What follows belongs to an exercise in optimizing a design on an open flow for small area, a short achievable clock period and few clock cycles; a production flow would make more cautious choices.
In this exercise RTL edits were held to simulation tests only and were not proved equivalent to the original.
Power figures rest on the tool's default switching activity, not on a simulated workload.

**flow/config.mk**
```make
export PLATFORM = sky130hd
export DESIGN_NAME = axifull_dev
export DESIGN_NICKNAME = axifull_dev
export VERILOG_FILES = /design/flow/design.v
export SDC_FILE = /design/flow/constraint.sdc
export NUM_CORES = 4
export LEC_CHECK = 0
export CAP_MARGIN = 20
export CORE_MARGIN = 2
export CORE_UTILIZATION = 45
export CTS_CLUSTER_DIAMETER = 100
export CTS_CLUSTER_SIZE = 25
export PLACE_DENSITY = 0.6
export SETUP_SLACK_MARGIN = 2.6
export SLEW_MARGIN = 20
export TNS_END_PERCENT = 10
```
**flow/constraint.sdc**
```tcl
create_clock -name core_clock -period 5.0 [get_ports {s00_axi_aclk}]
set_input_delay 1.0000 -clock core_clock [delete_from_list [all_inputs] [get_ports {s00_axi_aclk}]]
set_output_delay 1.0000 -clock core_clock [all_outputs]
set_load 0.01 [all_outputs]
```
**flow/design.v**
```verilog
`timescale 1 ns / 1 ps
	module axifull_dev_S00_AXI #
	(
		parameter integer C_S_AXI_ID_WIDTH	= 1,
		parameter integer C_S_AXI_DATA_WIDTH	= 128,
		parameter integer C_S_AXI_ADDR_WIDTH	= 10,
		parameter integer C_S_AXI_AWUSER_WIDTH	= 0,
		parameter integer C_S_AXI_ARUSER_WIDTH	= 0,
		parameter integer C_S_AXI_WUSER_WIDTH	= 0,
		parameter integer C_S_AXI_RUSER_WIDTH	= 0,
		parameter integer C_S_AXI_BUSER_WIDTH	= 0
	)
	(
		input wire  S_AXI_ACLK,
		input wire  S_AXI_ARESETN,
		input wire [C_S_AXI_ID_WIDTH-1 : 0] S_AXI_AWID,
		input wire [C_S_AXI_ADDR_WIDTH-1 : 0] S_AXI_AWADDR,
		input wire [7 : 0] S_AXI_AWLEN,
		input wire [2 : 0] S_AXI_AWSIZE,
		input wire [1 : 0] S_AXI_AWBURST,
		input wire  S_AXI_AWLOCK,
		input wire [3 : 0] S_AXI_AWCACHE,
		input wire [2 : 0] S_AXI_AWPROT,
		input wire [3 : 0] S_AXI_AWQOS,
		input wire [3 : 0] S_AXI_AWREGION,
		input wire  S_AXI_AWVALID,
		output wire  S_AXI_AWREADY,
		input wire [C_S_AXI_DATA_WIDTH-1 : 0] S_AXI_WDATA,
		input wire [(C_S_AXI_DATA_WIDTH/8)-1 : 0] S_AXI_WSTRB,
		input wire  S_AXI_WLAST,
		input wire  S_AXI_WVALID,
		output wire  S_AXI_WREADY,
		output wire [C_S_AXI_ID_WIDTH-1 : 0] S_AXI_BID,
		output wire [1 : 0] S_AXI_BRESP,
		output wire  S_AXI_BVALID,
		input wire  S_AXI_BREADY,
		input wire [C_S_AXI_ID_WIDTH-1 : 0] S_AXI_ARID,
		input wire [C_S_AXI_ADDR_WIDTH-1 : 0] S_AXI_ARADDR,
		input wire [7 : 0] S_AXI_ARLEN,
		input wire [2 : 0] S_AXI_ARSIZE,
		input wire [1 : 0] S_AXI_ARBURST,
		input wire  S_AXI_ARLOCK,
		input wire [3 : 0] S_AXI_ARCACHE,
		input wire [2 : 0] S_AXI_ARPROT,
		input wire [3 : 0] S_AXI_ARQOS,
		input wire [3 : 0] S_AXI_ARREGION,
		input wire  S_AXI_ARVALID,
		output wire  S_AXI_ARREADY,
		output wire [C_S_AXI_ID_WIDTH-1 : 0] S_AXI_RID,
		output wire [C_S_AXI_DATA_WIDTH-1 : 0] S_AXI_RDATA,
		output wire [1 : 0] S_AXI_RRESP,
		output wire  S_AXI_RLAST,
		output wire  S_AXI_RVALID,
		input wire  S_AXI_RREADY
	);
	localparam integer DW = C_S_AXI_DATA_WIDTH;
	localparam integer NB = DW/8;
	localparam integer AW = C_S_AXI_ADDR_WIDTH;
	localparam integer NW = 16;           
	localparam integer KW = 4;            
	localparam integer KR = 8;            
	localparam integer SW = NW/KW;
	localparam integer SR = NW/KR;
	localparam integer LW = (SW >= 16) ? 4 : (SW >= 8) ? 3 : (SW >= 4) ? 2 : (SW >= 2) ? 1 : 0;
	localparam integer LR = (SR >= 16) ? 4 : (SR >= 8) ? 3 : (SR >= 4) ? 2 : (SR >= 2) ? 1 : 0;
	reg  [3:0]      m;
	reg  [3:0]      e;
	reg  [NW*DW-1:0] ring;
	integer k, b;
	reg             st_idle, st_wr, st_rd;
	reg             acc;                  
	reg             wrdy;                 
	reg             pend;                 
	reg             lastb;                
	reg             fixed;
	reg             wdone;                
	reg  [NB-1:0]   mask;
	reg  [DW-1:0]   dbuf;
	reg  [C_S_AXI_ID_WIDTH-1:0] id;
	reg             bvalid, rvalid, rlast;
	reg  [7:0]      rleft;                
	reg  [KW-1:0]   wc;
	reg  [KR-1:0]   ta, tb;
	reg             ra, rb;               
	reg             ldi, ldf;             
	wire aw_hs = acc & S_AXI_AWVALID;
	wire ar_hs = acc & S_AXI_ARVALID & ~S_AXI_AWVALID;
	wire wready = wrdy | aw_hs;
	wire w_hs  = wready & S_AXI_WVALID;
	wire w0_hs = aw_hs & S_AXI_WVALID;
	assign S_AXI_AWREADY = acc;
	assign S_AXI_ARREADY = acc;
	assign S_AXI_WREADY  = wready;
	assign S_AXI_BID     = id;
	assign S_AXI_BRESP   = 2'b00;
	assign S_AXI_BVALID  = bvalid;
	assign S_AXI_RID     = id;
	assign S_AXI_RDATA   = dbuf;
	assign S_AXI_RRESP   = 2'b00;
	assign S_AXI_RLAST   = rlast;
	assign S_AXI_RVALID  = rvalid;
	wire [3:0]      ara = S_AXI_ARADDR[AW-1:AW-4];
	wire [3:0]      awa = S_AXI_AWADDR[AW-1:AW-4];
	wire [3:0]      w0  = ~m;
	wire [3:0]      w1  = ~m + 4'd1;
	reg  [KR-1:0]   tm, tn;
	reg  [KW-1:0]   pn;
	reg  [3-LR:0]   kr;
	reg  [3-LW:0]   kw;
	always @* begin
	  for (k = 0; k < KR; k = k + 1) begin
	    kr = k;
	    tm[k] = ar_hs & (ara[LR-1:0] == w0[LR-1:0]) & (ara[3:LR] == w0[3:LR] + kr);
	    tn[k] = (ara[LR-1:0] == w1[LR-1:0]) & (ara[3:LR] == w1[3:LR] + kr);
	  end
	  for (k = 0; k < KW; k = k + 1) begin
	    kw = k;
	    pn[k] = (awa[LW-1:0] == w1[LW-1:0]) & (awa[3:LW] == w1[3:LW] + kw);
	  end
	end
	wire tm_any = |tm;
	wire commit = |wc;
	wire rload  = ra | (rb & S_AXI_RREADY);
	reg [NW*DW-1:0] ring_n;
	always @* begin
	  for (k = 0; k < NW; k = k + 1)
	    ring_n[k*DW +: DW] = ring[((k+1)%NW)*DW +: DW];
	  for (k = 0; k < KW; k = k + 1)
	    for (b = 0; b < NB; b = b + 1)
	      if (wc[k] && mask[b])
	        ring_n[k*SW*DW + b*8 +: 8] = dbuf[b*8 +: 8];
	end
	always @(posedge S_AXI_ACLK)
	  ring <= ring_n;
	wire [NB-1:0] selw = {NB{ldi | aw_hs}} | ({NB{ldf & S_AXI_WVALID}} & S_AXI_WSTRB);
	wire [NB-1:0] selh = ~selw & {NB{~rload & ~tm_any}};
	reg  [KR-1:0] selt;
	reg  [DW-1:0] dbuf_n;
	always @* begin
	  for (k = 0; k < KR; k = k + 1)
	    selt[k] = ta[k] | (tb[k] & S_AXI_RREADY) | tm[k];
	  for (b = 0; b < NB; b = b + 1)
	    dbuf_n[b*8 +: 8] = ({8{selw[b]}} & S_AXI_WDATA[b*8 +: 8]) |
	                       ({8{selh[b]}} & dbuf[b*8 +: 8]);
	  for (k = 0; k < KR; k = k + 1)
	    dbuf_n = dbuf_n | ({DW{selt[k]}} & ring[((k*SR+1)%NW)*DW +: DW]);
	end
	always @(posedge S_AXI_ACLK)
	  dbuf <= dbuf_n;
	reg n_idle, n_wr, n_rd, n_pend, n_lastb, n_fixed, n_wdone;
	reg [NB-1:0] n_mask;
	reg [C_S_AXI_ID_WIDTH-1:0] n_id;
	reg n_bvalid, n_rvalid, n_rlast;
	reg [7:0] n_rleft;
	reg [3:0] n_e;
	reg n_acc, n_wrdy, n_ra, n_rb, n_ldi, n_ldf;
	reg [KW-1:0] n_wc;
	reg [KR-1:0] n_ta, n_tb;
	reg will_commit, al_r_n;
	always @* begin
	  n_idle = st_idle; n_wr = st_wr; n_rd = st_rd;
	  n_pend = pend; n_lastb = lastb; n_fixed = fixed; n_wdone = wdone;
	  n_mask = mask; n_id = id;
	  n_bvalid = bvalid; n_rvalid = rvalid; n_rlast = rlast; n_rleft = rleft;
	  n_e = e - 4'd1;
	  if (commit) begin
	    n_pend = 1'b0;
	    if (!fixed) n_e = e;
	  end
	  if (st_wr) begin
	    if (!fixed) begin
	      if (wrdy) begin
	        n_mask = S_AXI_WSTRB;
	        n_lastb = S_AXI_WLAST;
	      end
	      if (w_hs) begin
	        n_pend = 1'b1;
	        n_wdone = S_AXI_WLAST;
	      end
	    end else if (w_hs) begin
	      n_mask = (pend ? mask : {NB{1'b0}}) | S_AXI_WSTRB;
	      n_pend = 1'b1;
	      n_lastb = S_AXI_WLAST;
	      n_wdone = S_AXI_WLAST;
	    end
	  end
	  if (st_rd) begin
	    if (rvalid && S_AXI_RREADY) begin
	      if (rlast) begin
	        n_rvalid = 1'b0; n_rd = 1'b0; n_idle = 1'b1;
	      end else begin
	        n_rleft = rleft - 8'd1;
	        n_rlast = (rleft == 8'd1);
	        if (!rload && !fixed) n_rvalid = 1'b0;
	      end
	    end
	    if (rload) begin
	      n_rvalid = 1'b1;
	      if (!rvalid) n_rlast = (rleft == 8'd0);
	      if (!fixed) n_e = e;
	    end
	  end
	  will_commit = n_pend & ((n_e % SW) == 0) & (~n_fixed | n_lastb);
	  for (k = 0; k < KW; k = k + 1)
	    n_wc[k] = will_commit & (n_e == k*SW);
	  al_r_n = (n_e % SR) == 0;
	  n_ra = n_rd & al_r_n & ~n_rvalid;
	  n_rb = n_rd & al_r_n & n_rvalid & ~n_rlast & ~n_fixed;
	  for (k = 0; k < KR; k = k + 1) begin
	    n_ta[k] = n_ra & (n_e == k*SR);
	    n_tb[k] = n_rb & (n_e == k*SR);
	  end
	  if (aw_hs) begin
	    n_idle = 1'b0; n_wr = 1'b1;
	    n_id = S_AXI_AWID;
	    n_fixed = (S_AXI_AWBURST == 2'b00);
	    n_e = awa + m;
	    n_mask = S_AXI_WSTRB;
	    n_lastb = S_AXI_WLAST;
	    n_pend = S_AXI_WVALID;
	    n_wdone = S_AXI_WVALID & S_AXI_WLAST;
	    will_commit = S_AXI_WVALID & (n_fixed ? S_AXI_WLAST : 1'b1) & (|pn);
	    n_wc = {KW{S_AXI_WVALID & (n_fixed ? S_AXI_WLAST : 1'b1)}} & pn;
	  end
	  if (ar_hs) begin
	    n_idle = 1'b0; n_rd = 1'b1;
	    n_id = S_AXI_ARID;
	    n_fixed = (S_AXI_ARBURST == 2'b00);
	    n_e = ara + m;
	    n_rleft = S_AXI_ARLEN;
	    n_rvalid = 1'b0;
	    if (tm_any) begin
	      n_e = ara + m + 4'd1;
	      n_rvalid = 1'b1;
	      n_rlast = (S_AXI_ARLEN == 8'd0);
	    end
	    n_ta = {KR{~tm_any}} & tn;
	    n_tb = tm & {KR{(S_AXI_ARBURST != 2'b00) & (S_AXI_ARLEN != 8'd0)}};
	    n_ra = |n_ta;
	    n_rb = |n_tb;
	  end
	  if ((st_wr || aw_hs) && !(bvalid && S_AXI_BREADY) && n_wdone && (!n_pend || will_commit))
	    n_bvalid = 1'b1;
	  if (bvalid && S_AXI_BREADY) begin
	    n_bvalid = 1'b0; n_wr = 1'b0; n_idle = 1'b1;
	  end
	  if (S_AXI_ARESETN == 1'b0) begin
	    n_idle = 1'b1; n_wr = 1'b0; n_rd = 1'b0;
	    n_bvalid = 1'b0; n_rvalid = 1'b0; n_wdone = 1'b0;
	    n_lastb = 1'b1;
	    will_commit = n_pend & ((n_e % SW) == 0);
	    for (k = 0; k < KW; k = k + 1)
	      n_wc[k] = will_commit & (n_e == k*SW);
	    n_ra = 1'b0; n_rb = 1'b0;
	    n_ta = {KR{1'b0}}; n_tb = {KR{1'b0}};
	  end
	  n_acc  = n_idle & ~n_pend;
	  n_wrdy = n_wr & ~n_wdone & (n_fixed | ~n_pend | will_commit);
	  n_ldi  = n_wr & ~n_fixed & n_wrdy;
	  n_ldf  = n_wr & n_fixed & n_wrdy;
	end
	always @(posedge S_AXI_ACLK) begin
	  m       <= m - 4'd1;
	  e       <= n_e;
	  pend    <= n_pend;
	  mask    <= n_mask;
	  id      <= n_id;
	  fixed   <= n_fixed;
	  rleft   <= n_rleft;
	  rlast   <= n_rlast;
	  st_idle <= n_idle;
	  st_wr   <= n_wr;
	  st_rd   <= n_rd;
	  acc     <= n_acc;
	  wrdy    <= n_wrdy;
	  bvalid  <= n_bvalid;
	  rvalid  <= n_rvalid;
	  wdone   <= n_wdone;
	  lastb   <= n_lastb;
	  wc      <= n_wc;
	  ta      <= n_ta;
	  tb      <= n_tb;
	  ra      <= n_ra;
	  rb      <= n_rb;
	  ldi     <= n_ldi;
	  ldf     <= n_ldf;
	end
	endmodule
`timescale 1 ns / 1 ps
	module axifull_dev #
	(
		parameter integer C_S00_AXI_ID_WIDTH	= 8,
		parameter integer C_S00_AXI_DATA_WIDTH	= 128,
		parameter integer C_S00_AXI_ADDR_WIDTH	= 8,
		parameter integer C_S00_AXI_AWUSER_WIDTH	= 0,
		parameter integer C_S00_AXI_ARUSER_WIDTH	= 0,
		parameter integer C_S00_AXI_WUSER_WIDTH	= 0,
		parameter integer C_S00_AXI_RUSER_WIDTH	= 0,
		parameter integer C_S00_AXI_BUSER_WIDTH	= 0
	)
	(
		input wire  s00_axi_aclk,
		input wire  s00_axi_aresetn,
		input wire [C_S00_AXI_ID_WIDTH-1 : 0] s00_axi_awid,
		input wire [C_S00_AXI_ADDR_WIDTH-1 : 0] s00_axi_awaddr,
		input wire [7 : 0] s00_axi_awlen,
		input wire [2 : 0] s00_axi_awsize,
		input wire [1 : 0] s00_axi_awburst,
		input wire  s00_axi_awlock,
		input wire [3 : 0] s00_axi_awcache,
		input wire [2 : 0] s00_axi_awprot,
		input wire [3 : 0] s00_axi_awqos,
		input wire [3 : 0] s00_axi_awregion,
		input wire  s00_axi_awvalid,
		output wire  s00_axi_awready,
		input wire [C_S00_AXI_DATA_WIDTH-1 : 0] s00_axi_wdata,
		input wire [(C_S00_AXI_DATA_WIDTH/8)-1 : 0] s00_axi_wstrb,
		input wire  s00_axi_wlast,
		input wire  s00_axi_wvalid,
		output wire  s00_axi_wready,
		output wire [C_S00_AXI_ID_WIDTH-1 : 0] s00_axi_bid,
		output wire [1 : 0] s00_axi_bresp,
		output wire  s00_axi_bvalid,
		input wire  s00_axi_bready,
		input wire [C_S00_AXI_ID_WIDTH-1 : 0] s00_axi_arid,
		input wire [C_S00_AXI_ADDR_WIDTH-1 : 0] s00_axi_araddr,
		input wire [7 : 0] s00_axi_arlen,
		input wire [2 : 0] s00_axi_arsize,
		input wire [1 : 0] s00_axi_arburst,
		input wire  s00_axi_arlock,
		input wire [3 : 0] s00_axi_arcache,
		input wire [2 : 0] s00_axi_arprot,
		input wire [3 : 0] s00_axi_arqos,
		input wire [3 : 0] s00_axi_arregion,
		input wire  s00_axi_arvalid,
		output wire  s00_axi_arready,
		output wire [C_S00_AXI_ID_WIDTH-1 : 0] s00_axi_rid,
		output wire [C_S00_AXI_DATA_WIDTH-1 : 0] s00_axi_rdata,
		output wire [1 : 0] s00_axi_rresp,
		output wire  s00_axi_rlast,
		output wire  s00_axi_rvalid,
		input wire  s00_axi_rready
	);
	axifull_dev_S00_AXI # (
		.C_S_AXI_ID_WIDTH(C_S00_AXI_ID_WIDTH),
		.C_S_AXI_DATA_WIDTH(C_S00_AXI_DATA_WIDTH),
		.C_S_AXI_ADDR_WIDTH(C_S00_AXI_ADDR_WIDTH),
		.C_S_AXI_AWUSER_WIDTH(C_S00_AXI_AWUSER_WIDTH),
		.C_S_AXI_ARUSER_WIDTH(C_S00_AXI_ARUSER_WIDTH),
		.C_S_AXI_WUSER_WIDTH(C_S00_AXI_WUSER_WIDTH),
		.C_S_AXI_RUSER_WIDTH(C_S00_AXI_RUSER_WIDTH),
		.C_S_AXI_BUSER_WIDTH(C_S00_AXI_BUSER_WIDTH)
	) axifull_dev_S00_AXI_inst (
		.S_AXI_ACLK(s00_axi_aclk),
		.S_AXI_ARESETN(s00_axi_aresetn),
		.S_AXI_AWID(s00_axi_awid),
		.S_AXI_AWADDR(s00_axi_awaddr),
		.S_AXI_AWLEN(s00_axi_awlen),
		.S_AXI_AWSIZE(s00_axi_awsize),
		.S_AXI_AWBURST(s00_axi_awburst),
		.S_AXI_AWLOCK(s00_axi_awlock),
		.S_AXI_AWCACHE(s00_axi_awcache),
		.S_AXI_AWPROT(s00_axi_awprot),
		.S_AXI_AWQOS(s00_axi_awqos),
		.S_AXI_AWREGION(s00_axi_awregion),
		.S_AXI_AWVALID(s00_axi_awvalid),
		.S_AXI_AWREADY(s00_axi_awready),
		.S_AXI_WDATA(s00_axi_wdata),
		.S_AXI_WSTRB(s00_axi_wstrb),
		.S_AXI_WLAST(s00_axi_wlast),
		.S_AXI_WVALID(s00_axi_wvalid),
		.S_AXI_WREADY(s00_axi_wready),
		.S_AXI_BID(s00_axi_bid),
		.S_AXI_BRESP(s00_axi_bresp),
		.S_AXI_BVALID(s00_axi_bvalid),
		.S_AXI_BREADY(s00_axi_bready),
		.S_AXI_ARID(s00_axi_arid),
		.S_AXI_ARADDR(s00_axi_araddr),
		.S_AXI_ARLEN(s00_axi_arlen),
		.S_AXI_ARSIZE(s00_axi_arsize),
		.S_AXI_ARBURST(s00_axi_arburst),
		.S_AXI_ARLOCK(s00_axi_arlock),
		.S_AXI_ARCACHE(s00_axi_arcache),
		.S_AXI_ARPROT(s00_axi_arprot),
		.S_AXI_ARQOS(s00_axi_arqos),
		.S_AXI_ARREGION(s00_axi_arregion),
		.S_AXI_ARVALID(s00_axi_arvalid),
		.S_AXI_ARREADY(s00_axi_arready),
		.S_AXI_RID(s00_axi_rid),
		.S_AXI_RDATA(s00_axi_rdata),
		.S_AXI_RRESP(s00_axi_rresp),
		.S_AXI_RLAST(s00_axi_rlast),
		.S_AXI_RVALID(s00_axi_rvalid),
		.S_AXI_RREADY(s00_axi_rready)
	);
	endmodule
```
**flow/flow/run.sh**
```bash
#!/bin/bash
# The standard layout, with plain buf_1 cells as the port buffers
# (buffer_ports otherwise picks clkdlybuf4s50_1, a larger delay cell).
set -euo pipefail
export BUFFER_PORTS_ARGS="-buffer_cell sky130_fd_sc_hd__buf_1"
bash standard.sh > standard.log 2>&1
```
**flow/standard.sh**
```bash
#!/bin/bash
# synth_recipe.tcl (not shown) runs the flow's synth.tcl, then flattens the netlist and writes it again
# the make line also repeats each setting of config.mk as NAME=value (left out here)
make -C /OpenROAD-flow-scripts/flow DESIGN_CONFIG=/design/flow/config.mk WORK_HOME=/design/flow/orfs CLKGATE_MAP_FILE= SYNTH_SCRIPT=/design/flow/synth_recipe.tcl "${@:-finish}"
```
==> results of run 1 <==
-- worst min-delay path by stage --
stage | start | endpoint | slack [ps] | cells past startpoint
after floorplan | axifull_dev_S00_AXI_inst.ring[1128]$_DFF_P_ | axifull_dev_S00_AXI_inst.ring[1000]$_DFF_P_ | 310 | 0
after global placement | axifull_dev_S00_AXI_inst.ring[563]$_DFF_P_ | axifull_dev_S00_AXI_inst.ring[435]$_DFF_P_ | 310 | 0
after detailed placement | axifull_dev_S00_AXI_inst.ring[291]$_DFF_P_ | axifull_dev_S00_AXI_inst.ring[163]$_DFF_P_ | 310 | 0
after CTS | axifull_dev_S00_AXI_inst.ring[1083]$_DFF_P_ | axifull_dev_S00_AXI_inst.ring[955]$_DFF_P_ | 310 | 0
after global routing | axifull_dev_S00_AXI_inst.ring[1083]$_DFF_P_ | axifull_dev_S00_AXI_inst.ring[955]$_DFF_P_ | 310 | 0
final | axifull_dev_S00_AXI_inst.ring[1083]$_DFF_P_ | axifull_dev_S00_AXI_inst.ring[955]$_DFF_P_ | 310 | 0
-- area by class of cell --
class / instances / area [µm²]
clock buffer: 119 / 2640
fill: 11400 / 65000
antenna: 9 / 22.5
timing repair buffer: 467 / 3230
tap: 1768 / 2210
multi-input combinational: 1606 / 14400
clock inverter: 6 / 116
sequential: 2252 / 45400
inverter: 17 / 63.8
-- sequential cells by signal (all words and copies together), names as in the netlist, 4 cells and up --
register                        flops
axifull_dev_S00_AXI_inst.wc         4
axifull_dev_S00_AXI_inst.e          4
axifull_dev_S00_AXI_inst.m          4
axifull_dev_S00_AXI_inst.mask      16
axifull_dev_S00_AXI_inst.ring    2048
axifull_dev_S00_AXI_inst.rleft      8
axifull_dev_S00_AXI_inst.tb         8
axifull_dev_S00_AXI_inst.id         8
axifull_dev_S00_AXI_inst.ta         8
axifull_dev_S00_AXI_inst.dbuf     128
-- routing by layer --
layer  vias to the layer above  part of all wire (%)  GRT usage (%)
met1                     17100                    45           30.1
met5                         -                 0.045              0
met2                      1014                    45           34.0
met4                        12                   2.1           5.44
met3                       181                   7.3           4.29
li1                      15700                     -              -
-- cell families after synthesis --
logic type / Yosys count / synth area share, %
XOR/XNOR: 40 / 0.626
AO/OA/AOI/OAI: 649 / 9.06
adder cells (fa/ha/maj): 18 / 0.399
buffers and inverters: 209 / 1.54
AND/OR/NAND/NOR: 373 / 3.22
multiplexers: 517 / 9.67
flip-flops: 2252 / 75.5
other: 1 / 0.00623
-- what timing repair did --
| action | 4_1_cts | 5_1_grt |
|---|---|---|
| pin swaps | 46 | 53 |
| resized for setup | 85 | 48 |
| setup endpoints to repair | 287 | 287 |
| setup buffers | 37 | 24 |
| cloned | 17 | 15 |
-- where the power goes --
part	leakage, µW	total, µW	switching, µW	internal, µW
sequential	0.0183	27600	3030	24600
clock	0.00134	9190	5400	3780
combinational	0.00659	5780	3150	2640
total	0.0263	42600	11600	31000
-- cell usage in the layout, fill, tap and decap left out, types with 8 or more instances in the layout --
cell type	instances
dfxtp_1	2211
mux2_2	512
buf_16	18
nand2_1	124
buf_1	319
diode_2	9
ha_1	10
xnor2_1	20
clkbuf_16	114
dfxtp_4	8
nor2_1	27
a21o_1	30
inv_1	14
o21ai_0	14
buf_6	11
nor2b_1	12
xor2_1	10
o22ai_1	13
buf_12	21
nor2_2	11
nand4_1	134
a21oi_1	17
clkbuf_1	16
nor3_1	8
buf_4	64
buf_2	14
edfxtp_1	32
nand3_1	13
a222oi_1	256
a22oi_1	254
-- critical path, stage by stage --
cell and delay, ps:
buf_2 140, ha_4 170, fa_2 560, ha_4 210
mux2i_4 150, a2bb2oi_2 70, a32o_2 280, nor3b_2 210
nand2_2 130, a311oi_2 270
-- stage by stage --
| stage | util, % | total power, µW | std cells | area [µm²] |
|---|---|---|---|---|
| floorplan | - | 30500 | 4062 | 60400 |
| global placement | 47.7 | 33300 | 6017 | 63500 |
| detailed placement | 47.7 | 33500 | 6017 | 63500 |
| CTS | 50.5 | 42700 | 6196 | 67300 |
| global route | 51.2 | 44600 | 6238 | 68100 |
| finish | 51.2 | 42600 | 6244 | 68100 |
==> results by group, run 1 <==
Run status
  • Status: finished clean

Floorplanning
  • FP Rows: 134
  • DIE HEIGHT: 370 µm
  • Die W: 370 µm
  • Number of I/O pins: 396
  • Core ar.: 0.133 mm²
  • Initial core utilization: 45.2%
  • Die footprint: 0.137 mm²

Synth
  • Top FF cell, synth: dfxtp_1
  • Mean Syn Cell Area: 14.8 µm²
  • Yosys top cell by area: dfxtp_1
  • Yosys cell types: 69
  • Yosys reg bits: 2252
  • Dominant cells by area after synthesis: dfxtp_1 74%, mux2_2 9.6%, a222oi_1 4.3%
  • Register area share after synthesis: 75.5%
  • Most common cell in the synthesized netlist: dfxtp_1
  • Syn Inst Count: 4059
  • Yosys warns: 1
  • Ys async rst share: 0%
  • Share of the synthesized area in the top cell type: 73.9%
  • Top post-synthesis cells by count: 2220 x dfxtp_1, 512 x mux2_2, 257 x a22oi_1
  • Post-Synthesis Cell Area: 0.0602 mm²
  • EDFF count, synth: 32

Setup path
  • CP endpoint kind: flop
  • Worst EP arrival: 3190 ps
  • Origin of the critical flop-to-flop path: axifull_dev_S00_AXI_inst.m[1]$_DFF_P_
  • Worst setup SP type: input port
  • Reg-to-reg slack, setup: 2480 ps
  • Worst R2R Path Depth: 9
  • Crit Path Category: input port to flop
  • Crit. Startpoint: s00_axi_araddr[4]
  • Crit Path Max Fanout: 4
  • Critical path data required time: 5660 ps
  • Worst setup endpoint: axifull_dev_S00_AXI_inst.ldi$_DFF_P_
  • Reg2reg end: axifull_dev_S00_AXI_inst.dbuf[25]$_DFF_P_

STA
  • Setup TNS: 0 ps
  • Fmax: 0.395 GHz
  • Smallest hold slack: 312 ps
  • Slew Limit Headroom: 38.1%
  • Final min period: 2530 ps
  • Measured slew at the worst slew-check pin: 928 ps
  • Count of final setup violators: 0
  • Final hold vios: 0
  • Clock Skew: 22.2 ps
  • Period utilisation layout: 50.6%
  • Setup slack after layout: 2470 ps
  • Max-slew violations: 0
  • RSZ-0062 raised after global routing: yes

Clock network
  • CTS root buffer: clkbuf_16
  • Clock-pin slew on the worst setup and hold paths: 100 ps
  • Worst skew pair latency: 740 ps
  • Clock sinks: 2252
  • Cts hold-fix bufs: 0
  • TritonCTS Buffers: 100
  • Clock tree buffer depth: 3
  • CTS tree: done
  • H-tree levels: 3

Layout
  • Synthesis-to-layout area growth: 13.2%
  • Layout cell share with drive strength beyond 1: 19.3%
  • Nets: 4704

GRT
  • Vias in the first global route: 33400
  • Initial antenna violation count: 19
  • Pin count of the biggest net entering global routing: 63
  • Global-route wire length before repair: 220 mm
  • GRT overflow: 0
  • Total track usage: 21.5%

Routing
  • Vias: 33900
  • DR pass1 iterations: 8
  • WL/cell: 24.9 µm
  • Via/cell ratio: 5.44
  • Final ANT Viol Nets: 0
  • Total routed wirelength: 156 mm
  • DRT iter0 DRCs: 3337
  • # DRC: 0

Placement
  • Final HPWL DP: 85.3 mm
  • Post-place setup slack: 1070 ps
  • I/O Buffers: 337
  • GPL Wtd Cong: 0.801

Power
  • Pwr Density: 625 mW/mm²
  • LEAKAGE: 0.0263 µW
  • Worst vdd ir: 0.375 mV

Run
  • Max-cap viol count: 0

Hold path
  • Min-Delay Path Class: flop to flop
Testbench counts, summed over its fixed seeds: cycles 25,057.
==> run 2: changes to the inputs <==
--- a/flow/design.v
+++ b/flow/design.v
@@ -58,7 +58,7 @@
 	localparam integer AW = C_S_AXI_ADDR_WIDTH;
 	localparam integer NW = 16;           
 	localparam integer KW = 4;            
-	localparam integer KR = 8;            
+	localparam integer KR = 4;            
 	localparam integer SW = NW/KW;
 	localparam integer SR = NW/KR;
 	localparam integer LW = (SW >= 16) ? 4 : (SW >= 8) ? 3 : (SW >= 4) ? 2 : (SW >= 2) ? 1 : 0;
--- a/flow/config.mk
+++ b/flow/config.mk
@@ -8,9 +8,9 @@
 export CAP_MARGIN = 20
 export CORE_MARGIN = 2
 export CORE_UTILIZATION = 45
+export CTS_BUF_LIST = sky130_fd_sc_hd__clkbuf_8 sky130_fd_sc_hd__clkbuf_16
 export CTS_CLUSTER_DIAMETER = 100
 export CTS_CLUSTER_SIZE = 25
 export PLACE_DENSITY = 0.6
-export SETUP_SLACK_MARGIN = 2.6
+export SETUP_SLACK_MARGIN = 2.5
 export SLEW_MARGIN = 20
-export TNS_END_PERCENT = 10
==> run 2 against run 1 <==
Still clean. Routed wire length is 27% lower. Sequential cell count is 8 lower. Sequential share of layout area up 4.5 points. Cell area down 6.6%. Register-to-register slack gained 110 ps. First-iteration DRC count shrank 34%.
==> results by group, run 2 <==
Run status
  • Status: finished clean

Power
  • LEAKAGE: 0.0254 µW (-3.4%)
  • Worst vdd ir: 0.446 mV (+19%)
  • Pwr Density: 667 mW/mm² (+6.7%)

Setup path
  • Worst setup SP type: input port
  • Reg2reg end: axifull_dev_S00_AXI_inst.dbuf[50]$_DFF_P_
  • Critical path data required time: 4000 ps (-1660 ps)
  • CP endpoint kind: output port
  • Crit Path Max Fanout: 9 (+5)
  • Origin of the critical flop-to-flop path: axifull_dev_S00_AXI_inst.m[1]$_DFF_P_
  • Worst EP arrival: 1480 ps (-1710 ps)
  • Reg-to-reg slack, setup: 2590 ps (+110 ps)
  • Crit Path Category: input port to output port
  • Worst R2R Path Depth: 7 (-2)

Run
  • Max-cap viol count: 0 (unchanged)

Routing
  • # DRC: 0 (unchanged)
  • DRT iter0 DRCs: 2215 (-34%)
  • Final ANT Viol Nets: 0 (unchanged)
  • DR pass1 iterations: 9 (+1)
  • WL/cell: 19.5 µm (-22%)
  • Via/cell ratio: 4.90 (-9.8%)
  • Total routed wirelength: 113 mm (-27%)
  • Vias: 28500 (-16%)

STA
  • Fmax: 0.404 GHz (+2.2%)
  • Clock Skew: 34.7 ps (+12.4 ps)
  • Final min period: 2480 ps (-53.5 ps)
  • Setup TNS: 0 ps (unchanged)
  • Setup slack after layout: 2520 ps (+53.5 ps)
  • RSZ-0062 raised after global routing: yes
  • Smallest hold slack: 304 ps (-8.55 ps)
  • Slew Limit Headroom: 42.5% (+4.4 points)
  • Final hold vios: 0 (unchanged)
  • Max-slew violations: 0 (unchanged)
  • Period utilisation layout: 49.5% (-1.1 points)
  • Count of final setup violators: 0 (unchanged)
  • Measured slew at the worst slew-check pin: 862 ps (-65.9 ps)

Placement
  • DP Area: 0.0605 mm² (-4.7%)
  • I/O Buffers: 337 (unchanged)
  • Final HPWL DP: 68.9 mm (-19%)
  • GPL Wtd Cong: 0.784 (-2.2%)
  • Post-place setup slack: 1350 ps (+278 ps)

Layout
  • Final core occ: 50.4% (-0.72 points)
  • Layout cell share with drive strength beyond 1: 18.8% (-0.58 points)
  • Non-Filler Cell Area, Final: 0.0636 mm² (-6.6%)
  • Synthesis-to-layout area growth: 10.9%
  • Most frequent cells in the layout: 2188 x dfxtp_1, 513 x mux2_2, 283 x buf_1, 245 x nand2_1, 134 x nand3_1
  • FILL cells: 10800 (-5.7%)
  • Biggest regs: axifull_dev_S00_AXI_inst.ring x2048, axifull_dev_S00_AXI_inst.dbuf x128, axifull_dev_S00_AXI_inst.mask x16
  • Nets: 4383 (-6.8%)
  • Largest register by flop count: axifull_dev_S00_AXI_inst.ring
  • Max reg flops: 2048 (unchanged)
  • Commonest non-fill, non-tap cell in the layout: dfxtp_1

Floorplanning
  • Die W: 361 µm (-2.3%)
  • Number of I/O pins: 396 (unchanged)
  • Initial core utilization: 45.5% (+0.31 points)
  • Core ar.: 0.126 mm² (-5.3%)
  • FP Rows: 130 (-3.0%)
  • DIE HEIGHT: 361 µm (-2.3%)
  • Die footprint: 0.130 mm² (-4.6%)

GRT
  • Vias in the first global route: 28100 (-16%)
  • Global-route wire length before repair: 171 mm (-22%)
  • Initial antenna violation count: 23 (+4)
  • GRT overflow: 0 (unchanged)
  • Total track usage: 17.2% (-4.3 points)
  • Pin count of the biggest net entering global routing: 76 (+21%)

Clock network
  • Clock tree buffer depth: 3 (unchanged)
  • TritonCTS Buffers: 100 (unchanged)
  • CTS root buffer: clkbuf_16
  • Clock-pin slew on the worst setup and hold paths: 90 ps (about the same)
  • Cts hold-fix bufs: 0 (unchanged)
  • Worst skew pair latency: 740 ps (about the same)
  • H-tree levels: 3 (unchanged)
  • Clock sinks: 2244 (-0.36%)
  • CTS tree: done

Synth
  • Yosys top cell by area: dfxtp_1
  • Syn Inst Count: 3786 (-6.7%)
  • Share of the synthesized area in the top cell type: 77.2% (+3.3 points)
  • Ys async rst share: 0% (unchanged)
  • Register area share after synthesis: 78.9% (+3.4 points)
  • Top post-synthesis cells by count: 2212 x dfxtp_1, 513 x mux2_2, 248 x nand2_1
  • Dominant cells by area after synthesis: dfxtp_1 77%, mux2_2 10%, a222oi_1 2.2%
  • Yosys cell types: 66 (-4.3%)
  • EDFF count, synth: 32 (unchanged)
  • Post-Synthesis Cell Area: 0.0574 mm² (-4.6%)
  • Mean Syn Cell Area: 15.1 µm² (+2.2%)
  • Yosys warns: 1 (unchanged)
  • Most common cell in the synthesized netlist: dfxtp_1
  • Yosys reg bits: 2244 (-0.36%)
  • Top FF cell, synth: dfxtp_1

Hold path
  • Min-Delay Path Class: flop to flop
  • HP Start: axifull_dev_S00_AXI_inst.ring[350]$_DFF_P_
  • Hold Path Sink: axifull_dev_S00_AXI_inst.ring[222]$_DFF_P_
  • Cell count of the worst hold path: 0 (unchanged)
==> run 2: changes by cell type after synthesis, moves of 10 or more <==
cell | previous run | this run
a22oi_1 | 257 | 130
nand4_1 | 134 | 1
nand3_1 | 13 | 135
buf_1 | 26 | 14
clkbuf_1 | 124 | 53
nand2_1 | 127 | 248
o22ai_1 | 13 | 3
a222oi_1 | 256 | 128
xnor2_1 | 26 | 15
buf_2 | 19 | 45
==> run 2: how the worst max path moves through the flow <==
stage,start,to,slack (ps),depth (start not counted)
final,s00_axi_awvalid,s00_axi_wready,2520,4
after global routing,axifull_dev_S00_AXI_inst.acc$_DFF_P_,s00_axi_arready,2480,2
after CTS,axifull_dev_S00_AXI_inst.acc$_DFF_P_,s00_axi_wready,2400,3
after detailed placement,s00_axi_awvalid,axifull_dev_S00_AXI_inst.dbuf[102]$_DFF_P_,1350,7
after global placement,s00_axi_awvalid,axifull_dev_S00_AXI_inst.dbuf[99]$_DFF_P_,1390,7
after floorplan,s00_axi_araddr[4],axifull_dev_S00_AXI_inst.wc[1]$_DFF_P_,2260,7
==> run 2: per-layer routing <==
| layer | part of all wire [%] | wire, µm | GRT usage, % | up-vias |
|---|---|---|---|---|
| met5 | 0.14 | 157 | 0 | - |
| met4 | 2.8 | 3150 | 5.67 | 24 |
| met3 | 6.4 | 7270 | 4.22 | 188 |
| met2 | 44 | 49900 | 26.6 | 618 |
| met1 | 47 | 52800 | 23.7 | 13900 |
| li1 | - | - | - | 13800 |
==> run 2: logic make-up after synthesis <==
logic type                 count (synthesis)  share of synthesized area, %
and+or+nand+nor                          466                          3.64
DFF                                     2244                          78.9
other                                      1                       0.00654
buffers and inverters                    144                          1.16
AOI/OAI and AO/OA                        366                          5.27
xor gates and xnor gates                  32                         0.515
adders and majority gates                 14                         0.332
muxes                                    519                          10.2
==> run 2: final cells by class <==
cell class / instances / area (µm²) / area share (%)
tap: 1650 / 2060 / 3.25
sequential: 2244 / 45300 / 71.2
multi-input combinational: 1401 / 11700 / 18.4
antenna: 10 / 25.0 / 0.0394
clock inverter: 26 / 154 / 0.242
inverter: 15 / 57.6 / 0.0905
clock buffer: 102 / 2550 / 4.01
timing repair buffer: 365 / 1760 / 2.77
==> run 2: per-stage QoR <==
stage                     power (µW)  instances
after floorplan                31200       3789
after global placement         33600       5663
after detailed placement       33800       5663
after CTS                      42900       5794
after global routing           44800       5807
final                          42400       5813
==> run 2: where the power goes <==
part	leakage [µW]	internal [µW]	switching, µW	total, µW
registers	0.0183	25400	2800	28200
clock network	0.00139	3700	5190	8890
logic	0.00571	2650	2760	5410
total	0.0254	31700	10700	42400
==> run 2: critical path, stage by stage <==
cell,delay [ps]
clkbuf_4,170
nand2_8,110
nand2b_4,70
buf_6,120
==> run 2: timing repair <==
| item | in CTS | in global routing |
|---|---|---|
| pin swaps | 2 | 4 |
| setup endpoints to repair | 178 | 141 |
| setup buffers | 3 | 9 |
| resized for setup | 68 | 40 |
Testbench counts of run 2, summed over its fixed seeds: cycles 26,205.
==> run 3: changes to the inputs <==
--- a/flow/config.mk
+++ b/flow/config.mk
@@ -7,10 +7,9 @@
 export LEC_CHECK = 0
 export CAP_MARGIN = 20
 export CORE_MARGIN = 2
-export CORE_UTILIZATION = 45
-export CTS_BUF_LIST = sky130_fd_sc_hd__clkbuf_8 sky130_fd_sc_hd__clkbuf_16
+export CORE_UTILIZATION = 55
 export CTS_CLUSTER_DIAMETER = 100
 export CTS_CLUSTER_SIZE = 25
-export PLACE_DENSITY = 0.6
+export PLACE_DENSITY = 0.7
 export SETUP_SLACK_MARGIN = 2.5
 export SLEW_MARGIN = 20
==> run 3 against run 2 <==
Sequential power about the same. Maximum frequency decreased by 1.7%. Cell area fell by 0.95%. Global-route usage grew 3.0 points. Cell count down 4.9%. Non-clock buffer count down 12. Clock skew shrank 16 ps. Combinational power down 1%. Still clean. Power fell by 0.18%.
==> results by group, run 3 <==
Placement
  • GPL Wtd Cong: 0.795 (+1.5%)
  • Final HPWL DP: 64.9 mm (-5.8%)
  • I/O Buffers: 337 (unchanged)
  • DP Area: 0.0600 mm² (-0.74%)
  • Post-place setup slack: 1340 ps (-9.74 ps)

Clock network
  • H-tree levels: 3 (unchanged)
  • TritonCTS Buffers: 99 (-1.0%)
  • Cts hold-fix bufs: 0 (unchanged)
  • CTS root buffer: clkbuf_16
  • Clock tree buffer depth: 3 (unchanged)
  • CTS tree: done
  • Clock-pin slew on the worst setup and hold paths: 100 ps (about the same)
  • Worst skew pair latency: 700 ps (-40 ps)
  • Clock sinks: 2244 (unchanged)

STA
  • Period utilisation layout: 50.4% (+0.86 points)
  • Measured slew at the worst slew-check pin: 914 ps (+52.3 ps)
  • Smallest hold slack: 321 ps (+17.1 ps)
  • Count of final setup violators: 0 (unchanged)
  • Setup slack after layout: 2480 ps (-43.2 ps)
  • Clock Skew: 18.9 ps (-15.7 ps)
  • Final hold vios: 0 (unchanged)
  • Fmax: 0.397 GHz (-1.7%)
  • Setup TNS: 0 ps (unchanged)
  • RSZ-0062 raised after global routing: yes
  • Slew Limit Headroom: 39.0% (-3.5 points)
  • Max-slew violations: 0 (unchanged)
  • Final min period: 2520 ps (+43.2 ps)

Floorplanning
  • Number of I/O pins: 396 (unchanged)
  • DIE HEIGHT: 327 µm (-9.4%)
  • FP Rows: 118 (-9.2%)
  • Initial core utilization: 55.4% (+9.9 points)
  • Die W: 327 µm (-9.4%)
  • Die footprint: 0.107 mm² (-18%)
  • Core ar.: 0.103 mm² (-18%)

Setup path
  • Worst R2R Path Depth: 7 (unchanged)
  • CP cell instances: buf_1, ha_1, and2_1, nand2_4, nand2_8, nor2_2, a222oi_1, nand3_1
  • Critical path data required time: 5630 ps (+1630 ps)
  • Worst setup SP type: input port
  • Worst path max stage delay: 560 ps (+390 ps)
  • Critical-path top delay cell: nor2_2
  • Crit Path Category: input port to flop
  • Worst EP arrival: 3150 ps (+1670 ps)
  • Reg-to-reg slack, setup: 2520 ps (-70 ps)
  • CP endpoint kind: flop
  • Reg2reg end: axifull_dev_S00_AXI_inst.dbuf[54]$_DFF_P_
  • Origin of the critical flop-to-flop path: axifull_dev_S00_AXI_inst.m[1]$_DFF_P_
  • Crit Path Max Fanout: 16 (+7)

Synth
  • Yosys cell types: 66 (unchanged)
  • EDFF count, synth: 32 (unchanged)
  • Yosys warns: 1 (unchanged)
  • Dominant cells by area after synthesis: dfxtp_1 77%, mux2_2 10%, a222oi_1 2.2%
  • Ys async rst share: 0% (unchanged)
  • Register area share after synthesis: 78.9% (unchanged)
  • Top post-synthesis cells by count: 2212 x dfxtp_1, 513 x mux2_2, 248 x nand2_1
  • Most common cell in the synthesized netlist: dfxtp_1
  • Post-Synthesis Cell Area: 0.0574 mm² (unchanged)
  • Share of the synthesized area in the top cell type: 77.2% (unchanged)
  • Top FF cell, synth: dfxtp_1
  • Mean Syn Cell Area: 15.1 µm² (unchanged)
  • Yosys top cell by area: dfxtp_1
  • Yosys reg bits: 2244 (unchanged)
  • Syn Inst Count: 3786 (unchanged)

Routing
  • DR pass1 iterations: 6 (-3)
  • Via/cell ratio: 5.16 (+5.4%)
  • Final ANT Viol Nets: 0 (unchanged)
  • # DRC: 0 (unchanged)
  • Vias: 28500 (+0.18%)
  • DRT iter0 DRCs: 2350 (+6.1%)
  • WL/cell: 20.0 µm (+2.9%)
  • Total routed wirelength: 111 mm (-2.1%)

Layout
  • Largest register by flop count: axifull_dev_S00_AXI_inst.ring
  • Biggest regs: axifull_dev_S00_AXI_inst.ring x2048, axifull_dev_S00_AXI_inst.dbuf x128, axifull_dev_S00_AXI_inst.mask x16
  • Non-Filler Cell Area, Final: 0.0630 mm² (-0.95%)
  • Synthesis-to-layout area growth: 9.83%
  • Nets: 4370 (-0.30%)
  • Max reg flops: 2048 (unchanged)
  • Commonest non-fill, non-tap cell in the layout: dfxtp_1
  • Layout cell share with drive strength beyond 1: 17.2% (-1.6 points)
  • Most frequent cells in the layout: 2207 x dfxtp_1, 513 x mux2_2, 320 x buf_1, 245 x nand2_1, 134 x nand3_1
  • FILL cells: 7991 (-26%)

Power
  • Worst vdd ir: 0.453 mV (+1.6%)
  • LEAKAGE: 0.0251 µW (-1.1%)
  • Pwr Density: 673 mW/mm² (+0.78%)
  • Total chip power: 42400 µW (-0.18%)

GRT
  • Initial antenna violation count: 12 (-48%)
  • Global-route wire length before repair: 166 mm (-2.8%)
  • Total track usage: 20.2% (+3.0 points)
  • Pin count of the biggest net entering global routing: 129 (+70%)
  • GRT overflow: 0 (unchanged)
  • Vias in the first global route: 28200 (+0.078%)

Run status
  • Status: finished clean

Hold path
  • Min-Delay Path Class: flop to flop
  • Cell count of the worst hold path: 0 (unchanged)
  • Hold Path Sink: axifull_dev_S00_AXI_inst.ring[775]$_DFF_P_
  • HP Start: axifull_dev_S00_AXI_inst.ring[903]$_DFF_P_

Run
  • Max-cap viol count: 0 (unchanged)
[run 3: cell counts after synthesis]
No cell type changed its count.
[run 3: timing repair]
action	CTS	global route
setup endpoints to repair	133	156
cloned	1	1
pin swaps	1	4
buffers inserted	2	2
resized for setup	29	31
[run 3: layout make-up]
type	count	area, µm²	share of cell area [%]
clock inverter	6	88.8	0.141
tap	1380	1730	2.74
inverter	15	57.6	0.0914
multi-input combinational	1401	11700	18.6
clock buffer	120	2610	4.14
timing repair buffer	353	1540	2.45
antenna	8	20.0	0.0318
sequential	2244	45300	71.9
[run 3: worst max path at each step]
stage                                     startpoint                                         to  cells after the start
3_3_place_gp                         s00_axi_awvalid  axifull_dev_S00_AXI_inst.dbuf[48]$_DFF_P_                      7
4_1_cts        axifull_dev_S00_AXI_inst.m[1]$_DFF_P_  axifull_dev_S00_AXI_inst.dbuf[81]$_DFF_P_                      7
5_1_grt        axifull_dev_S00_AXI_inst.m[1]$_DFF_P_   axifull_dev_S00_AXI_inst.dbuf[1]$_DFF_P_                      7
2_1_floorplan                      s00_axi_araddr[4]     axifull_dev_S00_AXI_inst.wc[1]$_DFF_P_                      7
6_report                           s00_axi_araddr[5]  axifull_dev_S00_AXI_inst.dbuf[54]$_DFF_P_                      8
3_5_place_dp                         s00_axi_awvalid   axifull_dev_S00_AXI_inst.dbuf[0]$_DFF_P_                      7
[run 3: cells by family after synthesis]
| kind of cell | share of synthesized area, % |
|---|---|
| compound gates | 5.27 |
| xor+xnor | 0.515 |
| fa+ha+maj | 0.332 |
| buf+inv | 1.16 |
| flops | 78.9 |
| mux | 10.2 |
| other cells | 0.00654 |
| simple gates | 3.64 |
[run 3: per-layer routing]
| layer | global-route usage, % | share of wire, % | vias up |
|---|---|---|---|
| met4 | 7.35 | 3.2 | 8 |
| met2 | 31.8 | 45 | 732 |
| met5 | 0 | 0.042 | - |
| li1 | - | - | 13700 |
| met3 | 4.17 | 6.1 | 195 |
| met1 | 27.8 | 45 | 13900 |
[run 3: power by group]
group          switching, µW  total (µW)  internal, µW
Clock                   5090        8850          3760
Combinational           2760        5340          2580
Sequential              2830       28200         25300
[run 3: metrics by stage]
step / std cells / utilization, %
2_1_floorplan: 3789 / -
3_3_place_gp: 5387 / 58.0
3_5_place_dp: 5387 / 58.0
4_1_cts: 5516 / 60.7
5_1_grt: 5522 / 60.9
6_report: 5527 / 60.9
[run 3: worst max-delay path, delay by kind of cell]
family,cells,cell delay (ps)
AOI/OAI and AO/OA,1,170
adders and majority gates,1,340
buffers and inverters,1,130
and+or+nand+nor,5,1460
==> run 4: changes to the inputs <==
--- a/flow/config.mk
+++ b/flow/config.mk
@@ -7,9 +7,10 @@
 export LEC_CHECK = 0
 export CAP_MARGIN = 20
 export CORE_MARGIN = 2
-export CORE_UTILIZATION = 55
+export CORE_UTILIZATION = 45
 export CTS_CLUSTER_DIAMETER = 100
 export CTS_CLUSTER_SIZE = 25
-export PLACE_DENSITY = 0.7
-export SETUP_SLACK_MARGIN = 2.5
+export PLACE_DENSITY = 0.6
+export SETUP_SLACK_MARGIN = 2.65
 export SLEW_MARGIN = 20
+export TNS_END_PERCENT = 0
==> run 4 against run 3 <==
Power up 0.45%. Worst hold slack got worse by 7.9 ps. Sequential cell count unchanged. Die area increased by 22%. Still clean on timing, DRC and antenna. Combinational power hardly changed. Cell count increased by 5.0%. Core utilization down 10 points. Largest cell class unchanged. Setup slack better by 32 ps. Register-to-register slack improved by 60 ps.
==> results by group, run 4 <==
Setup path
  • WP buf/inv: 1 (unchanged)
  • Worst path depth: 6 (-2)
  • Worst path max stage delay: 550 ps (about the same)
  • CP endpoint kind: flop
  • Crit Path Max Fanout: 16 (unchanged)
  • CP cell instances: buf_1, and2_4, a21o_1, nor2_2, a222oi_1, nand3_1
  • Crit. Startpoint: s00_axi_wvalid
  • Critical path data required time: 5600 ps (-30 ps)
  • Worst EP arrival: 3080 ps (-70 ps)
  • Critical-path top delay cell: and2_4
  • CP delay by family, top: simple AND/OR/NAND/NOR gates
  • Worst R2R Path Depth: 9 (+2)
  • Origin of the critical flop-to-flop path: axifull_dev_S00_AXI_inst.acc$_DFF_P_
  • Crit Path Category: input port to flop
  • Worst setup SP type: input port

Layout
  • FF+latch area: 0.0453 mm² (about the same)
  • Multi-input gate area: 0.0116 mm² (-0.44%)
  • Commonest non-fill, non-tap cell in the layout: dfxtp_1
  • Most frequent cells in the layout: 2204 x dfxtp_1, 513 x mux2_2, 299 x buf_1, 245 x nand2_1, 134 x nand3_1
  • Layout cell share with drive strength beyond 1: 17.9% (+0.77 points)
  • Max reg flops: 2048 (unchanged)
  • Largest register by flop count: axifull_dev_S00_AXI_inst.ring
  • Nets: 4379 (+0.21%)
  • Synthesis-to-layout area growth: 10.7%
  • Biggest regs: axifull_dev_S00_AXI_inst.ring x2048, axifull_dev_S00_AXI_inst.dbuf x128, axifull_dev_S00_AXI_inst.mask x16
  • Final core occ: 50.4% (-10 points)
  • FILL cells: 10900 (+36%)

Clock network
  • CTS root buffer: clkbuf_16
  • H-tree levels: 3 (unchanged)
  • Clock tree buffer depth: 3 (unchanged)
  • Clock-pin slew on the worst setup and hold paths: 90 ps (about the same)
  • Cts hold-fix bufs: 0 (unchanged)
  • Worst skew pair latency: 730 ps (+30 ps)
  • Clock sinks: 2244 (unchanged)
  • TritonCTS Buffers: 102 (+3.0%)
  • CTS tree: done

Power
  • Logic pwr share: 12.6% (about the same)
  • Int Power: 31800 µW (+0.37%)
  • Total chip power: 42600 µW (+0.45%)
  • Pwr Density: 670 mW/mm² (-0.34%)
  • Clock network fraction of total power: 21.3% (+0.4 points)
  • Worst vdd ir: 0.353 mV (-22%)
  • LEAKAGE: 0.0252 µW (+0.51%)
  • Switching share of power: 25.3% (+0.056 points)
  • Sw Pwr: 10800 µW (+0.67%)
  • Reg power frac: 66.1% (-0.4 points)

Routing
  • DR WL met2: 52.3 mm (+4.3%)
  • Vias: 28600 (+0.36%)
  • DR pass1 iterations: 6 (unchanged)
  • Final ANT Viol Nets: 0 (unchanged)
  • Max layer used: met5
  • # DRC: 0 (unchanged)
  • Total routed wirelength: 115 mm (+3.6%)
  • WL/cell: 19.8 µm (-1.3%)
  • Met3 wire len: 6.50 mm (-3.1%)
  • DRT met1 WL: 53.0 mm (+5.2%)
  • Via/cell ratio: 4.94 (-4.4%)
  • DRT iter0 DRCs: 2233 (-5.0%)

STA
  • Setup TNS: 0 ps (unchanged)
  • Final hold vios: 0 (unchanged)
  • Slew Limit Headroom: 41.1% (+2.0 points)
  • Fmax: 0.402 GHz (+1.3%)
  • Max-slew violations: 0 (unchanged)
  • Final min period: 2490 ps (-32.1 ps)
  • Period utilisation layout: 49.7% (-0.64 points)
  • RSZ-0062 raised after global routing: yes
  • Measured slew at the worst slew-check pin: 884 ps (-30.6 ps)
  • Count of final setup violators: 0 (unchanged)
  • Clock Skew: 34.7 ps (+15.8 ps)

Floorplanning
  • FP Rows: 130 (+10%)
  • Die footprint: 0.130 mm² (+22%)
  • DIE HEIGHT: 361 µm (+10%)
  • Core ar.: 0.126 mm² (+22%)
  • Die W: 361 µm (+10%)
  • Number of I/O pins: 396 (unchanged)
  • Initial core utilization: 45.5% (-9.9 points)

Hold path
  • Min-Delay Path Class: flop to flop
  • Cell count of the worst hold path: 0 (unchanged)
  • HP Start: axifull_dev_S00_AXI_inst.ring[402]$_DFF_P_

Placement
  • Final HPWL DP: 69.1 mm (+6.5%)
  • I/O Buffers: 337 (unchanged)
  • GPL Wtd Cong: 0.777 (-2.3%)

Synth
  • Share of the synthesized area in the top cell type: 77.2% (unchanged)
  • Post-Synthesis Cell Area: 0.0574 mm² (unchanged)
  • Syn Inst Count: 3786 (unchanged)
  • Top FF cell, synth: dfxtp_1
  • Dominant cells by area after synthesis: dfxtp_1 77%, mux2_2 10%, a222oi_1 2.2%
  • Yosys reg bits: 2244 (unchanged)
  • Yosys top cell by area: dfxtp_1
  • Mean Syn Cell Area: 15.1 µm² (unchanged)
  • Ys async rst share: 0% (unchanged)
  • Most common cell in the synthesized netlist: dfxtp_1
  • EDFF count, synth: 32 (unchanged)
  • Register area share after synthesis: 78.9% (unchanged)
  • Yosys warns: 1 (unchanged)
  • Top post-synthesis cells by count: 2212 x dfxtp_1, 513 x mux2_2, 248 x nand2_1
  • Yosys cell types: 66 (unchanged)

Run status
  • Status: finished clean

GRT
  • GRT overflow: 0 (unchanged)
  • Initial antenna violation count: 19 (+7)
  • Global-route wire length before repair: 172 mm (+3.3%)
  • Total track usage: 17.3% (-2.9 points)
  • Vias in the first global route: 27900 (-0.80%)
  • Pin count of the biggest net entering global routing: 81 (-37%)

Run
  • Max-cap viol count: 0 (unchanged)
[run 4: cell types whose count changed in the layout (fill, tap and decap cells not counted), moves of 3 or more]
cell,before,now
inv_6,3,0
a21o_2,0,7
a21o_1,34,27
buf_12,5,9
dfxtp_1,2207,2204
buf_1,320,299
buf_6,1,5
buf_2,2,21
[run 4: kinds of logic (layout without fill, tap and decap cells)]
kind of cell | after synthesis | count (layout) | share of synthesized area [%]
flops | 2244 | 2244 | 78.9
simple gates | 466 | 466 | 3.64
fa+ha+maj | 14 | 14 | 0.332
compound gates | 366 | 366 | 5.27
other cells | 1 | 10 | 0.00654
buf+inv | 144 | 501 | 1.16
mux | 519 | 519 | 10.2
xor+xnor | 32 | 32 | 0.515
[run 4: per-layer routing]
layer / track usage [%] / vias up
li1: - / 13800
met1: 23.3 / 14000
met2: 28.0 / 640
met3: 3.85 / 201
met4: 5.14 / 14
met5: 0 / -
[run 4: layout make-up]
cell class                      count  share of cell area, %
Clock buffer                      122                   4.24
Sequential cell                  2244                   71.3
Clock inverter                      5                  0.154
Tap cell                         1650                   3.25
Timing Repair Buffer              359                   2.61
Inverter                           15                 0.0887
Antenna cell                        6                 0.0236
Multi-Input combinational cell   1401                   18.3
[run 4: worst register-to-register path, delay by kind of cell, from the launching register on]
kind,cells,cell delay (ps)
flip-flops,1,350
buffers and inverters,3,510
AO/OA/AOI/OAI,2,520
AND/OR/NAND/NOR,4,950
[run 4: per-stage QoR]
| step | cells | hold WS (ps) | cell area, µm² | setup WS (ps) |
|---|---|---|---|---|
| after global routing | 5801 | 311 | 63500 | 2480 |
| after floorplan | 3789 | 310 | 57400 | 2240 |
| after global placement | 5663 | 310 | 60400 | 1380 |
| after detailed placement | 5663 | 312 | 60400 | 1350 |
| after CTS | 5795 | 314 | 63400 | 2490 |
| final | 5802 | 313 | 63500 | 2510 |
[run 4: final timing paths]
kind	endpoint	slack [ps]
setup / recovery	axifull_dev_S00_AXI_inst.dbuf[105]$_DFF_P_	2510
hold reg to reg	axifull_dev_S00_AXI_inst.ring[274]$_DFF_P_	310
setup reg to reg	axifull_dev_S00_AXI_inst.dbuf[60]$_DFF_P_	2580
hold / removal	axifull_dev_S00_AXI_inst.ring[274]$_DFF_P_	310
[run 4: power by group through the flow]
stage               sequential, µW  clock [µW]  combinational (µW)
floorplan                    27700           0                3440
global placement             28300           0                5250
detailed placement           28600           0                5270
CTS                          28200        9390                5420
global route                 29000       10000                5860
finish                       28100        9070                5370
[run 4: timing repair]
item	4_1_cts	5_1_grt
pin swaps	3	3
endpoints found under the setup margin	292	294
cloned	1	0
resized for setup	56	33
setup buffers	4	1
==> run 5: changes to the inputs <==
==> flow/flow/run.sh (replaced) <==
#!/bin/bash
# The standard layout, with plain buf_2 cells as the port buffers
# (buffer_ports otherwise picks clkdlybuf4s50_1, a larger delay cell).
set -euo pipefail
export BUFFER_PORTS_ARGS="-buffer_cell sky130_fd_sc_hd__buf_2"
bash standard.sh > standard.log 2>&1
--- a/flow/config.mk
+++ b/flow/config.mk
@@ -11,6 +11,6 @@
 export CTS_CLUSTER_DIAMETER = 100
 export CTS_CLUSTER_SIZE = 25
 export PLACE_DENSITY = 0.6
-export SETUP_SLACK_MARGIN = 2.65
+export SETUP_SLACK_MARGIN = 2.6
 export SLEW_MARGIN = 20
-export TNS_END_PERCENT = 0
+export TNS_END_PERCENT = 10
==> run 5 against run 4 <==
Still clean on timing, DRC and antenna. Clock-buffer cell count unchanged. Power increased by 0.54%. First-iteration DRC count increased by 3.0%. Cell area increased by 0.90%. Combinational power increased by 5.8%. Maximum frequency increased by 1.3%. Sequential share of layout area decreased by 0.63 points. Critical endpoint is now s00_axi_wready. Largest cell class unchanged. Largest power group unchanged.
==> results by group, run 5 <==
Power
  • Total chip power: 42800 µW (+0.54%)
  • Pwr Density: 668 mW/mm² (-0.36%)
  • Worst vdd ir: 0.402 mV (+14%)
  • LEAKAGE: 0.0262 µW (+4.0%)

Synth
  • Dominant cells by area after synthesis: dfxtp_1 77%, mux2_2 10%, a222oi_1 2.2%
  • Mean Syn Cell Area: 15.1 µm² (unchanged)
  • Share of the synthesized area in the top cell type: 77.2% (unchanged)
  • Most common cell in the synthesized netlist: dfxtp_1
  • Post-Synthesis Cell Area: 0.0574 mm² (unchanged)
  • Yosys top cell by area: dfxtp_1
  • Yosys warns: 1 (unchanged)
  • Yosys reg bits: 2244 (unchanged)
  • Syn Inst Count: 3786 (unchanged)
  • Top post-synthesis cells by count: 2212 x dfxtp_1, 513 x mux2_2, 248 x nand2_1
  • Yosys cell types: 66 (unchanged)
  • Top FF cell, synth: dfxtp_1
  • Ys async rst share: 0% (unchanged)
  • EDFF count, synth: 32 (unchanged)
  • Register area share after synthesis: 78.9% (unchanged)

Layout
  • Biggest regs: axifull_dev_S00_AXI_inst.ring x2048, axifull_dev_S00_AXI_inst.dbuf x128, axifull_dev_S00_AXI_inst.mask x16
  • Largest register by flop count: axifull_dev_S00_AXI_inst.ring
  • Max reg flops: 2048 (unchanged)
  • Non-Filler Instances: 5818 (+0.28%)
  • Non-Filler Cell Area, Final: 0.0641 mm² (+0.90%)
  • Synthesis-to-layout area growth: 11.7%
  • Most frequent cells in the layout: 2196 x dfxtp_1, 513 x mux2_2, 332 x buf_2, 245 x nand2_1, 134 x nand3_1
  • Commonest non-fill, non-tap cell in the layout: dfxtp_1
  • Nets: 4394 (+0.34%)
  • Layout cell share with drive strength beyond 1: 25.5% (+7.6 points)

Hold path
  • HP Start: axifull_dev_S00_AXI_inst.ring[70]$_DFF_P_
  • Min-Delay Path Class: flop to flop

Setup path
  • Crit. Startpoint: s00_axi_awvalid
  • Crit Path Category: input port to output port
  • Worst EP arrival: 1450 ps (-1630 ps)
  • CP endpoint kind: output port
  • Crit Path Max Fanout: 9 (-7)
  • Cell mode on critical path: buf_2
  • WP buf/inv: 2 (+1)
  • Critical path data required time: 4000 ps (-1600 ps)
  • Reg-to-reg slack, setup: 2700 ps (+120 ps)
  • Origin of the critical flop-to-flop path: axifull_dev_S00_AXI_inst.m[1]$_DFF_P_
  • Worst path max stage delay: 170 ps (-380 ps)
  • CP delay by family, top: buffers and inverters
  • Worst setup SP type: input port
  • CP cell instances: buf_2, nand2_4, nand2b_1, buf_2
  • Critical-path top delay cell: buf_2

Clock network
  • TritonCTS Buffers: 101 (-0.98%)
  • Cts hold-fix bufs: 0 (unchanged)
  • CTS root buffer: clkbuf_16
  • Clock sinks: 2244 (unchanged)
  • Worst skew pair latency: 720 ps (about the same)
  • Clock-pin slew on the worst setup and hold paths: 80 ps (about the same)
  • Clock tree buffer depth: 3 (unchanged)
  • CTS tree: done
  • H-tree levels: 3 (unchanged)

STA
  • Setup TNS: 0 ps (unchanged)
  • Max-slew violations: 0 (unchanged)
  • Period utilisation layout: 49.1% (-0.63 points)
  • Fmax: 0.407 GHz (+1.3%)
  • Final min period: 2450 ps (-31.5 ps)
  • Final hold vios: 0 (unchanged)
  • Count of final setup violators: 0 (unchanged)
  • Slew Limit Headroom: 38.4% (-2.7 points)
  • RSZ-0062 raised after global routing: yes
  • Setup slack after layout: 2550 ps (+31.5 ps)
  • Measured slew at the worst slew-check pin: 925 ps (+40.9 ps)
  • Clock Skew: 21.6 ps (-13.1 ps)

GRT
  • Total track usage: 17.7% (+0.37 points)
  • Pin count of the biggest net entering global routing: 73 (-9.9%)
  • GRT overflow: 0 (unchanged)
  • Initial antenna violation count: 27 (+8)
  • Global-route wire length before repair: 175 mm (+1.9%)
  • Vias in the first global route: 28100 (+0.52%)

Routing
  • Final ANT Viol Nets: 0 (unchanged)
  • Total routed wirelength: 118 mm (+2.8%)
  • DRT iter0 DRCs: 2299 (+3.0%)
  • # DRC: 0 (unchanged)
  • DR pass1 iterations: 6 (unchanged)
  • WL/cell: 20.3 µm (+2.6%)
  • Vias: 28800 (+0.69%)
  • Via/cell ratio: 4.96 (+0.41%)

Placement
  • Final HPWL DP: 69.5 mm (+0.55%)
  • Post-place setup slack: 1170 ps (-174 ps)
  • GPL Wtd Cong: 0.776 (-0.14%)
  • I/O Buffers: 337 (unchanged)
  • Dpl cells: 5660 (-0.053%)
  • DP Area: 0.0608 mm² (+0.69%)

Floorplanning
  • FP Rows: 130 (unchanged)
  • Die W: 361 µm (unchanged)
  • Core ar.: 0.126 mm² (unchanged)
  • Initial core utilization: 45.5% (unchanged)
  • DIE HEIGHT: 361 µm (unchanged)
  • Die footprint: 0.130 mm² (unchanged)
  • Number of I/O pins: 396 (unchanged)

Run status
  • Status: finished clean

Run
  • Max-cap viol count: 0 (unchanged)
-- run 5: through the flow --
step | util, % | hold WS [ps]
2_1_floorplan | - | 310
3_3_place_gp | 48.2 | 310
3_5_place_dp | 48.2 | 312
4_1_cts | 50.6 | 320
5_1_grt | 50.8 | 322
6_report | 50.8 | 318
-- run 5: worst reg2reg max path, stage by stage (launching register included) --
cell,delay [ps]
dfxtp_2,370
ha_1,320
and2_2,210
nand2_4,100
buf_8,170
o21ai_4,250
buf_16,400
a22oi_1,300
nand3_1,120
-- run 5: metal layers --
layer	vias up	part of all wire (%)	track usage (%)
li1	13800	-	-
met1	14200	46	23.6
met2	652	45	27.9
met3	217	6.2	4.77
met4	28	2.9	5.68
met5	-	0.15	0
-- run 5: kinds of logic (layout without fill, tap and decap cells) --
logic type / count (synthesis) / in the layout / synth area share (%)
adder cells (fa/ha/maj): 14 / 14 / 0.332
buffers and inverters: 144 / 521 / 1.16
AO/OA/AOI/OAI: 366 / 366 / 5.27
multiplexers: 519 / 519 / 10.2
XOR/XNOR: 32 / 32 / 0.515
AND/OR/NAND/NOR: 466 / 466 / 3.64
flip-flops: 2244 / 2244 / 78.9
other: 1 / 6 / 0.00654
-- run 5: final cells by class --
type	instances	area, µm²
Clock inverter	9	110
Clock buffer	122	2670
Sequential cell	2244	45300
Inverter	15	57.6
Multi-Input combinational cell	1401	11700
Fill cell	10700	62000
Tap cell	1650	2060
Timing Repair Buffer	375	2210
Antenna cell	2	5.00
-- run 5: what timing repair did --
action	4_1_cts	5_1_grt
cloned	1	2
pin swaps	3	9
endpoints found under the hold margin	0	0
buffers inserted	6	16
setup endpoints to repair	249	273
resized for setup	37	26
-- run 5: worst paths after layout --
check,end,depth (start not counted)
min,axifull_dev_S00_AXI_inst.ring[1990]$_DFF_P_,0
max reg2reg,axifull_dev_S00_AXI_inst.dbuf[93]$_DFF_P_,8
max,s00_axi_wready,4
min reg2reg,axifull_dev_S00_AXI_inst.ring[1990]$_DFF_P_,0
-- run 5: report_power, final --
group          switching [µW]  leakage [µW]  total (µW)  internal [µW]
combinational            2890       0.00660        5680           2790
clock                    5220       0.00136        9040           3810
sequential               2720        0.0183       28100          25300
total                   10800        0.0262       42800          32000

-- port drivers added, routing unchanged --
The flow's constraints put no driver on any port. The routed layouts listed below were extracted and timed again, unchanged, in two steps.
Step 1, drivers: a clkbuf_16 drives s00_axi_aclk and a buf_2 each remaining input, both assumed.
Step 2 adds t to the input delays and takes it off the output delays; t is the mean of the earliest and latest rising clock arrival at the registers after step 1. Input paths then give back, and output paths get back, about the clock's delay inside the block.
Three values: no drivers, after step 1, after step 2; two values: the first two.
run | t, ns | setup WS [ns] | slew at the worst register clock pin (ns) | pins driven straight from the clock port
run 1 | 0.805 | 2.471 / 2.423 / 1.720 | 0.10 / 0.10 | 1
run 2 | 0.800 | 2.525 / 2.470 / 1.823 | 0.11 / 0.11 | 1
run 3 | 0.758 | 2.481 / 2.514 / 1.770 | 0.10 / 0.10 | 1
run 4 | 0.792 | 2.514 / 2.476 / 1.774 | 0.10 / 0.10 | 1
run 5 | 0.786 | 2.545 / 2.504 / 1.911 | 0.10 / 0.10 | 1
After both steps setup and hold are still met in every run listed. For run 1, which loses most, drivers alone change the setup slack by -0.048 ns; drivers and shift together by -0.751 ns.
